Background: an optimization exercise with open tools, aiming at small area, a short achievable clock period and few clock cycles per item. Do not read the settings as production practice.
RTL that was checked went through simulation tests only; none was proved equivalent to the original.

==> module fast_power, before the edit <==
module fast_power (
    input             clk,
    input             rst,
    input             start,
    input      [31:0] base,
    input      [31:0] exponent,
    output     [31:0] result,
    output reg        done
);
  reg        busy;
  reg        r_one;    
  reg        op_r;     
  reg [31:0] e;        
  reg        b_s;
  reg  [7:0] b_e;
  reg        b_l;
  reg [22:0] b_f;
  reg        r_s;
  reg  [7:0] r_e;
  reg        r_l;
  reg [22:0] r_f;
  assign result = {r_s, r_e, r_f};
  wire b_den  = ~b_l & (|b_f);           
  wire r_den  = ~r_l & (|r_f);
  wire e_zero = ~(|e);
  wire e_last = ~(|e[31:1]);
  wire        x_s = op_r ? r_s : b_s;
  wire  [7:0] x_e = op_r ? r_e : b_e;
  wire        x_l = op_r ? r_l : b_l;
  wire [22:0] x_f = op_r ? r_f : b_f;
  wire [47:0] p;
  fpu_multiply mul (.x(x_f), .y(b_f), .p(p));
  wire        m_zero = ~(x_l & b_l);
  wire  [7:0] e_hi   = x_e + b_e + 8'd130;           
  wire  [7:0] e_lo   = x_e + b_e + 8'd129;
  wire  [7:0] m_e    = m_zero ? 8'd0 : (p[47] ? e_hi : e_lo);
  wire [22:0] m_f    = m_zero ? 23'd0 : (p[47] ? p[46:24] : p[45:23]);
  wire        m_s    = x_s ^ b_s;
  wire        m_l    = ~m_zero & (p[47] ? (|e_hi) : (|e_lo));
  wire cap      = ~busy & ~done;               
  wire do_bnorm = busy & b_den;
  wire do_rnorm = busy & ~b_den & op_r & r_den;
  wire do_rmul  = busy & ~b_den & op_r & ~r_den;
  wire do_step  = busy & ~b_den & ~op_r & ~e_zero;    
  wire do_copy  = do_step & e[0] & r_one;
  wire finish   = e_zero | ((do_rmul | do_step) & e_last);
  wire [32:0] b_v    = {b_s, b_e, b_l, b_f};
  wire [32:0] r_v    = {r_s, r_e, r_l, r_f};
  wire [32:0] m_v    = {m_s, m_e, m_l, m_f};
  wire [32:0] base_v = {base[31], base[30:23], |base[30:23], base[22:0]};
  wire [32:0] one_v  = {1'b0, 8'd127, 1'b1, 23'd0};
  wire [32:0] b_sh   = {b_s, b_e - 8'd1, b_f, 1'b0};
  wire [32:0] r_sh   = {r_s, r_e - 8'd1, r_f, 1'b0};
  wire b_hold = ~(cap | do_bnorm | do_step);
  wire r_hold = ~(cap | do_rnorm | do_rmul | do_copy);
  wire [32:0] b_n = ({33{cap}} & base_v) | ({33{do_bnorm}} & b_sh) |
                    ({33{do_step}} & m_v) | ({33{b_hold}} & b_v);
  wire [32:0] r_n = ({33{cap}} & one_v) | ({33{do_rnorm}} & r_sh) |
                    ({33{do_rmul}} & m_v) | ({33{do_copy}} & b_v) |
                    ({33{r_hold}} & r_v);
  wire        op_r_n  = cap ? 1'b0 :
                        do_rmul ? 1'b0 :
                        do_step ? (e[1] & ~(r_one & ~e[0])) : op_r;
  wire        r_one_n = cap | (r_one & ~do_copy);
  wire [31:0] e_n     = cap ? exponent : (do_step ? {1'b0, e[31:1]} : e);
  always @(posedge clk) begin
    {b_s, b_e, b_l, b_f} <= b_n;
    {r_s, r_e, r_l, r_f} <= r_n;
    e <= e_n;  op_r <= op_r_n;  r_one <= r_one_n;
  end
  always @(posedge clk) begin
    if (rst) begin
      busy <= 1'b0;
      done <= 1'b0;
    end else if (!busy) begin
      if (done) begin
        if (!start) done <= 1'b0;
      end else if (start) begin
        busy <= 1'b1;
      end
    end else if (!start) begin
      busy <= 1'b0;
    end else if (finish) begin
      busy <= 1'b0;
      done <= 1'b1;
    end
  end
endmodule
export LEC_CHECK = 0
export ABC_AREA = 1
export CAP_MARGIN = 60
export CORE_MARGIN = 2
export CORE_UTILIZATION = 40
export SLEW_MARGIN = 75
create_clock -name core_clock -period 24.0 [get_ports {clk}]
standard.sh (not shown) runs the stock make flow with config.mk's settings and CLKGATE_MAP_FILE= SYNTH_SCRIPT=/design/flow/synth_recipe.tcl, a recipe that flattens the netlist after the stock synthesis.
==> flow/flow/run.sh <==
#!/bin/bash
# Standard layout with two changes: the port buffers are buf_1 cells instead
# of the default delay buffers, and after the standard synthesis the netlist's
# inverters around full adders are removed by flow/fa_polarity.py (a full
# adder with all inputs inverted gives both outputs inverted). Each tool's
# output goes to a log file of its own here.
set -euo pipefail
export BUFFER_PORTS_ARGS="-buffer_cell sky130_fd_sc_hd__buf_1"
bash standard.sh synth > synth.log 2>&1
R=orfs/results/sky130hd/fast_power/base
cp $R/1_2_yosys.v 1_2_yosys.standard.v
python3 flow/fa_polarity.py 1_2_yosys.standard.v $R/1_2_yosys.v > fa_polarity.log 2>&1
rm -f $R/1_synth.odb $R/1_synth.sdc
bash standard.sh > layout.log 2>&1
Other scripts of this flow, unchanged in this note and not shown: flow/flow/fa_polarity.py
Testbench counts at the start, summed over its fixed seeds: cycles 59,928, items 2,400.
==> next run, changes <==
--- a/flow/design.v
+++ b/flow/design.v
@@ -1282,5 +1282,5 @@
   wire  [7:0] x_e = op_r ? r_e : b_e;
   wire        x_l = op_r ? r_l : b_l;
-  wire [22:0] x_f = op_r ? r_f : b_f;
+  reg  [22:0] x_f;
   wire [47:0] p;
   fpu_multiply mul (.x(x_f), .y(b_f), .p(p));
@@ -1313,4 +1313,10 @@
                     ({33{do_rmul}} & m_v) | ({33{do_copy}} & b_v) |
                     ({33{r_hold}} & r_v);
+  wire        x_m   = do_step & ~op_r_n;
+  wire [32:0] b_ea  = ({33{cap}} & base_v) | ({33{do_bnorm}} & b_sh) | ({33{~cap & ~do_bnorm}} & b_v);
+  wire [32:0] r_ea  = ({33{cap}} & one_v) | ({33{do_rnorm}} & r_sh) | ({33{do_copy}} & b_v) |
+                      ({33{~cap & ~do_rnorm & ~do_copy}} & r_v);
+  wire [22:0] x_ea  = op_r_n ? r_ea[22:0] : b_ea[22:0];
+  wire [22:0] x_n   = x_m ? m_v[22:0] : x_ea;
   wire        op_r_n  = cap ? 1'b0 :
                         do_rmul ? 1'b0 :
@@ -1322,4 +1328,5 @@
     {r_s, r_e, r_l, r_f} <= r_n;
     e <= e_n;  op_r <= op_r_n;  r_one <= r_one_n;
+    x_f <= x_n;
   end
   always @(posedge clk) begin
=> Cell area goes up by 5.2%; hold slack got worse by 0.034 ns; synthesized area goes up by 4.8%; flip-flop and latch count increases by 23; wire length climbs by about 6%; final cell count rose by 3.2%; utilization goes up by 0.12 points.
No functional check of the RTL was part of the second run of this note.

==> port drivers added, routing unchanged <==
The results above use ideal ports. As a check the final layouts listed here were re-extracted and re-timed, cells and wires unchanged. Step 1, drivers: a clkbuf_16 drives clk and a buf_2 each remaining input, both assumed. Step 2 adds t to the input delays and takes it off the output delays; t is the mean of the earliest and latest rising clock arrival at the registers after step 1. Input paths then give back, and output paths get back, about the clock's delay inside the block. Three values: ideal ports, drivers, drivers and shift; two values: the first two.
run	shift t [ns]	slack for setup (ns)	worst setup path after step 2	clock arrival spread, ns
the first run	0.395	16.802 / 16.802 / 16.802	register to register	0.016 / 0.017
the second run	0.475	16.796 / 16.796 / 16.796	register to register	0.015 / 0.015
After both steps every run listed still meets setup and hold.
